Background: an optimization exercise with open tools, aiming at small area, a short achievable clock period and few clock cycles. Do not read the settings as production practice. Function was checked by simulation only, so behaviour that the tests miss may differ from the original. Power and IR drop assume default switching activity.

==> v19: inputs <==
## rasterizer
module rasterizer(
        input wire CLK,
        input wire RST,
        input wire START,
        output wire READY,
        input wire [15:0] V0X,
        input wire [15:0] V0Y,
        input wire [15:0] C0,
        input wire [15:0] V1X,
        input wire [15:0] V1Y,
        input wire [15:0] C1,
        input wire [15:0] V2X,
        input wire [15:0] V2Y,
        input wire [15:0] C2,
        output reg [15:0] COLOR,
        output reg [9:0] PX,
        output reg [7:0] PY,
        output reg VALID,
        output reg DONE
);
    reg full, full_d, full_d2, taken;
    reg [15:0] v0x, v0y, v1x, v1y, v2x, v2y, c0, c1, c2;
    assign READY = !full;
    function [31:0] maxmin3(input [15:0] a, input [15:0] b, input [15:0] c);
        reg gab, gac, gbc;
        begin
            gab = a > b; gac = a > c; gbc = b > c;
            maxmin3[31:16] = gab ? (gac ? a : c) : (gbc ? b : c);
            maxmin3[15:0]  = gab ? (gbc ? c : b) : (gac ? c : a);
        end
    endfunction
    function [3:0] msb9(input [8:0] v);
        msb9 = v[8] ? 4'd8 : v[7] ? 4'd7 : v[6] ? 4'd6 : v[5] ? 4'd5 :
               v[4] ? 4'd4 : v[3] ? 4'd3 : v[2] ? 4'd2 : v[1] ? 4'd1 : 4'd0;
    endfunction
    wire [15:0] xmax_u, xmin_u, ymax_u, ymin_u;
    assign {xmax_u, xmin_u} = maxmin3(v0x, v1x, v2x);
    assign {ymax_u, ymin_u} = maxmin3(v0y, v1y, v2y);
    reg [9:0] bx_xmax, bx_xmin, bx_ymax, bx_ymin;
    wire [8:0] bx_w = bx_xmax[8:0] - bx_xmin[8:0];
    wire [7:0] bx_h = bx_ymax[7:0] - bx_ymin[7:0];
    reg [9:0] bb_xmin;
    reg [7:0] bb_ymin;
    reg [8:0] bb_w;
    reg [7:0] bb_h;
    reg [4:0] bb_d;
    always @(posedge CLK) begin
        bx_xmax <= xmax_u[15:6] + xmax_u[5];
        bx_xmin <= xmin_u[15:6] + xmin_u[5];
  ...
Settings: LEC_CHECK=0, CAP_MARGIN=20, CORE_MARGIN=2, CORE_UTILIZATION=40, SLEW_MARGIN=20, TNS_END_PERCENT=10; clock period 12.0 ns.
standard.sh (not shown) runs the stock make flow with config.mk's settings and CLKGATE_MAP_FILE= SYNTH_SCRIPT=/design/flow/synth_recipe.tcl, a recipe that flattens the netlist after the stock synthesis.
==> flow/flow/run.sh <==
#!/bin/bash
set -euo pipefail
bash standard.sh SETUP_SLACK_MARGIN=8 finish > standard.log 2>&1
==> v25 (differences from v19) <==
--- a/flow/design.v
+++ b/flow/design.v
@@ -96,14 +96,17 @@
     reg [5:0] msel;         
     reg empty;              
     wire go = full && !taken && ustate == U_IDLE;
     wire [15:0] vsel = ({16{msel[0]}} & v0x) | ({16{msel[1]}} & v0y) | ({16{msel[2]}} & v1x)
                      | ({16{msel[3]}} & v1y) | ({16{msel[4]}} & v2x) | ({16{msel[5]}} & v2y);
+    wire [15:0] cp = ({16{msel[0]}} & v0y) | ({16{msel[1]}} & v1x) | ({16{msel[2]}} & v1y)
+                   | ({16{msel[3]}} & v2x) | ({16{msel[4]}} & v2y) | ({16{msel[5]}} & v0x);
+    wire [15:0] cq = ({16{msel[0]}} & v1y) | ({16{msel[1]}} & v0x) | ({16{msel[2]}} & v2y)
+                   | ({16{msel[3]}} & v1x) | ({16{msel[4]}} & v0y) | ({16{msel[5]}} & v2x);
     wire [15:0] corner = (msel[1] | msel[3] | msel[5]) ? {bx_ymin[7:0], 6'd32} : {bx_xmin, 6'd32};
     wire signed [15:0] opa = corner - vsel;
-    wire signed [15:0] coef = ({16{msel[0]}} & cA1) | ({16{msel[1]}} & cB1) | ({16{msel[2]}} & cA2)
-                            | ({16{msel[3]}} & cB2) | ({16{msel[4]}} & cA3) | ({16{msel[5]}} & cB3);
+    wire signed [15:0] coef = cp - cq;
     reg signed [15:0] ma, mb;
     reg signed [19:0] q0, q1, q2, q3;
     reg op_v, m1_v, m2_v;
     reg [2:0] op_n, m1_n, m2_n;
     wire signed [4:0] mb0 = {1'b0, mb[3:0]};
@@ -151,13 +154,11 @@
     reg [9:0] cx;                         
     reg [7:0] cy;                         
     reg [15:0] k0, k1, k2;                
     reg [15:0] sk0, sk1, sk2;             
     wire walking = wstate == W_WALK;
-    wire last_acc = ustate == U_WAIT && m2_v && m2_n == 3'd5;
-    wire take = wstate == W_IDLE && (ustate == U_RDY || last_acc);
-    wire signed [24:0] se3_now = last_acc ? acc_sum : se3;
+    wire take = wstate == W_IDLE && ustate == U_RDY;
     wire signed [24:0] rs1 = r1 + B1;
     wire signed [24:0] rs2 = r2 + B2;
     wire signed [24:0] rs3 = r3 + B3;
     wire signed [24:0] e1a, e1b, e1c, e1d, e2a, e2b, e2c, e2d, e3a, e3b, e3c, e3d;
     wire n1a, n1b, n1c, n2a, n2b, n2c, n3a, n3b, n3c;
@@ -183,20 +184,16 @@
     wire st1 = walking & !leave_row & p0;
     wire st2 = walking & !leave_row & !seen & p1;
     wire st3 = walking & !leave_row & !seen & p2;
     wire st4 = walking & !leave_row & !seen & (p3 | pn);
     wire strow = walking & leave_row;
-    wire ehold = !walking & !take;
     wire [24:0] e1n = ({25{strow}} & rs1) | ({25{st1}} & e1a) | ({25{st2}} & e1b)
-                    | ({25{st3}} & e1c) | ({25{st4}} & e1d) | ({25{take}} & se1)
-                    | ({25{ehold}} & e1);
+                    | ({25{st3}} & e1c) | ({25{st4}} & e1d) | ({25{take}} & se1);
     wire [24:0] e2n = ({25{strow}} & rs2) | ({25{st1}} & e2a) | ({25{st2}} & e2b)
-                    | ({25{st3}} & e2c) | ({25{st4}} & e2d) | ({25{take}} & se2)
-                    | ({25{ehold}} & e2);
+                    | ({25{st3}} & e2c) | ({25{st4}} & e2d) | ({25{take}} & se2);
     wire [24:0] e3n = ({25{strow}} & rs3) | ({25{st1}} & e3a) | ({25{st2}} & e3b)
-                    | ({25{st3}} & e3c) | ({25{st4}} & e3d) | ({25{take}} & se3_now)
-                    | ({25{ehold}} & e3);
+                    | ({25{st3}} & e3c) | ({25{st4}} & e3d) | ({25{take}} & se3);
     wire [9:0] cx1 = cx + 10'd1, cx2 = cx + 10'd2, cx3 = cx + 10'd3, cx4 = cx + 10'd4;
     wire [8:0] rm1 = rem - 9'd1, rm2 = rem - 9'd2, rm3 = rem - 9'd3, rm4 = rem - 9'd4;
     reg pa_v, pa_done;                    
     reg [9:0] pa_x;
     reg [7:0] pa_y;
@@ -240,11 +237,11 @@
                         msel[3] ? 3'd3 : msel[4] ? 3'd4 : 3'd5;
                 msel <= {msel[4:0], 1'b0};
                 if (msel[5]) ustate <= U_WAIT;
                 if (msel[1] && bb_h == 8'd0) ustate <= U_RDY;
             end
-            U_WAIT: if (m2_v && m2_n == 3'd5) ustate <= take ? U_IDLE : U_RDY;
+            U_WAIT: if (m2_v && m2_n == 3'd5) ustate <= U_RDY;
             default: if (take) ustate <= U_IDLE;    
         endcase
         if (m2_v) begin
             case (m2_n[2:1])
                 2'd0: se1 <= acc_sum;
@@ -275,19 +272,17 @@
         end
         if (wstate == W_EMPTY) begin
             pa_done <= 1'b1;
             wstate <= W_IDLE;
         end
-        pa_v <= emit;
-        begin
+        if (walking) begin
+            pa_v <= emit;
             pa_x <= ({10{p0}} & cx) | ({10{p1}} & cx1) | ({10{p2}} & cx2) | ({10{p3}} & cx3);
             pa_y <= cy;
             pa_e1 <= ({16{p0}} & e1[21:6]) | ({16{p1}} & e1a[21:6]) | ({16{p2}} & e1b[21:6]) | ({16{p3}} & e1c[21:6]);
             pa_e2 <= ({16{p0}} & e2[21:6]) | ({16{p1}} & e2a[21:6]) | ({16{p2}} & e2b[21:6]) | ({16{p3}} & e2c[21:6]);
             pa_e3 <= ({16{p0}} & e3[21:6]) | ({16{p1}} & e3a[21:6]) | ({16{p2}} & e3b[21:6]) | ({16{p3}} & e3c[21:6]);
-        end
-        if (walking) begin
             if (leave_row) begin
                 if (last_row) begin
                     pa_done <= 1'b1;
                     wstate <= W_IDLE;
                 end
@@ -300,15 +295,17 @@
                 if (!pn) seen <= 1'b1;
                 cx <= ({10{st1}} & cx1) | ({10{st2}} & cx2) | ({10{st3}} & cx3) | ({10{st4}} & cx4);
                 rem <= ({9{st1}} & rm1) | ({9{st2}} & rm2) | ({9{st3}} & rm3) | ({9{st4}} & rm4);
             end
         end
-        e1 <= e1n; e2 <= e2n; e3 <= e3n;
+        if (walking | take) begin
+            e1 <= e1n; e2 <= e2n; e3 <= e3n;
+        end
         if (strow | take) begin
             r1 <= take ? se1 : rs1;
             r2 <= take ? se2 : rs2;
-            r3 <= take ? se3_now : rs3;
+            r3 <= take ? se3 : rs3;
         end
         if (take) begin
             full <= 1'b0;
             taken <= 1'b0;
         end else if (!full && START) full <= 1'b1;
==> flow/flow/run.sh (replaced) <==
#!/bin/bash
set -euo pipefail
bash standard.sh SETUP_SLACK_MARGIN=7.5 finish > standard.log 2>&1
- TNS_END_PERCENT: 10 -> unset
==> comparison table <==
	v25	v19
Highest-delay cell along the critical path	edfxtp_1	a2111o_1
Cell area after placement	95000 µm²	92300 µm²
Power dissipated by switching net loads	10.2 mW	16.8 mW
Number of fill cells	20800	20000
Start point of the worst hold path	pb_x[5]	pc_y[3]
Multiplexer area fraction after synthesis	2.17%	2.21%
Fraction of area in clock buffers and inverters	4.85%	4.88%
Total met2 wirelength after detailed routing	139000 µm	135000 µm
Worst EP required	12530 ps	12520 ps
Result of the run	finished clean	finished clean
Met3 usage in global routing	4.73%	4.66%
Vertical extent of the die	478 µm	471 µm
Tightest slew margin relative to the limit	30.5%	15.6%
Placement-stage worst setup slack	5690 ps	5310 ps
Average detailed-routed wire length per instance	24.1 µm	24.2 µm
Initial core utilization	40.3%	40.2%
Share of the clock period used by the worst path	37.4%	38.5%
Testbench counts of v19, summed over its fixed seeds: cycles 22,438.
Testbench counts of v25, summed over its fixed seeds: cycles 22,647.

==> afterwards: timing with drivers on the ports <==
In the flow no input, the clock included, has a driving cell. The finished layouts below were timed again as built, in two steps.
Step 1 assumes that a clkbuf_16 drives the clock port and a buf_2 every other input.
Step 2 times the ports against the registers' clock, not the clock port: input delays grow and output delays shrink by t, the midpoint of the rising clock arrivals with the driver on.
a / b / c = ideal ports / drivers / drivers and shift; a / b = the first two.
| run | t (ns) | setup WS [ns] | worst hold slack (ns) | worst setup path after step 2 | latest minus earliest clock arrival (ns) |
|---|---|---|---|---|---|
| v19 | 0.885 | 7.383 / 7.383 / 7.383 | 0.310 / 0.310 / 0.310 | register to register | 0.050 / 0.050 |
| v25 | 0.887 | 7.514 / 7.514 / 7.514 | 0.325 / 0.325 / 0.325 | register to register | 0.047 / 0.047 |
After both steps setup and hold are still met in every run listed.
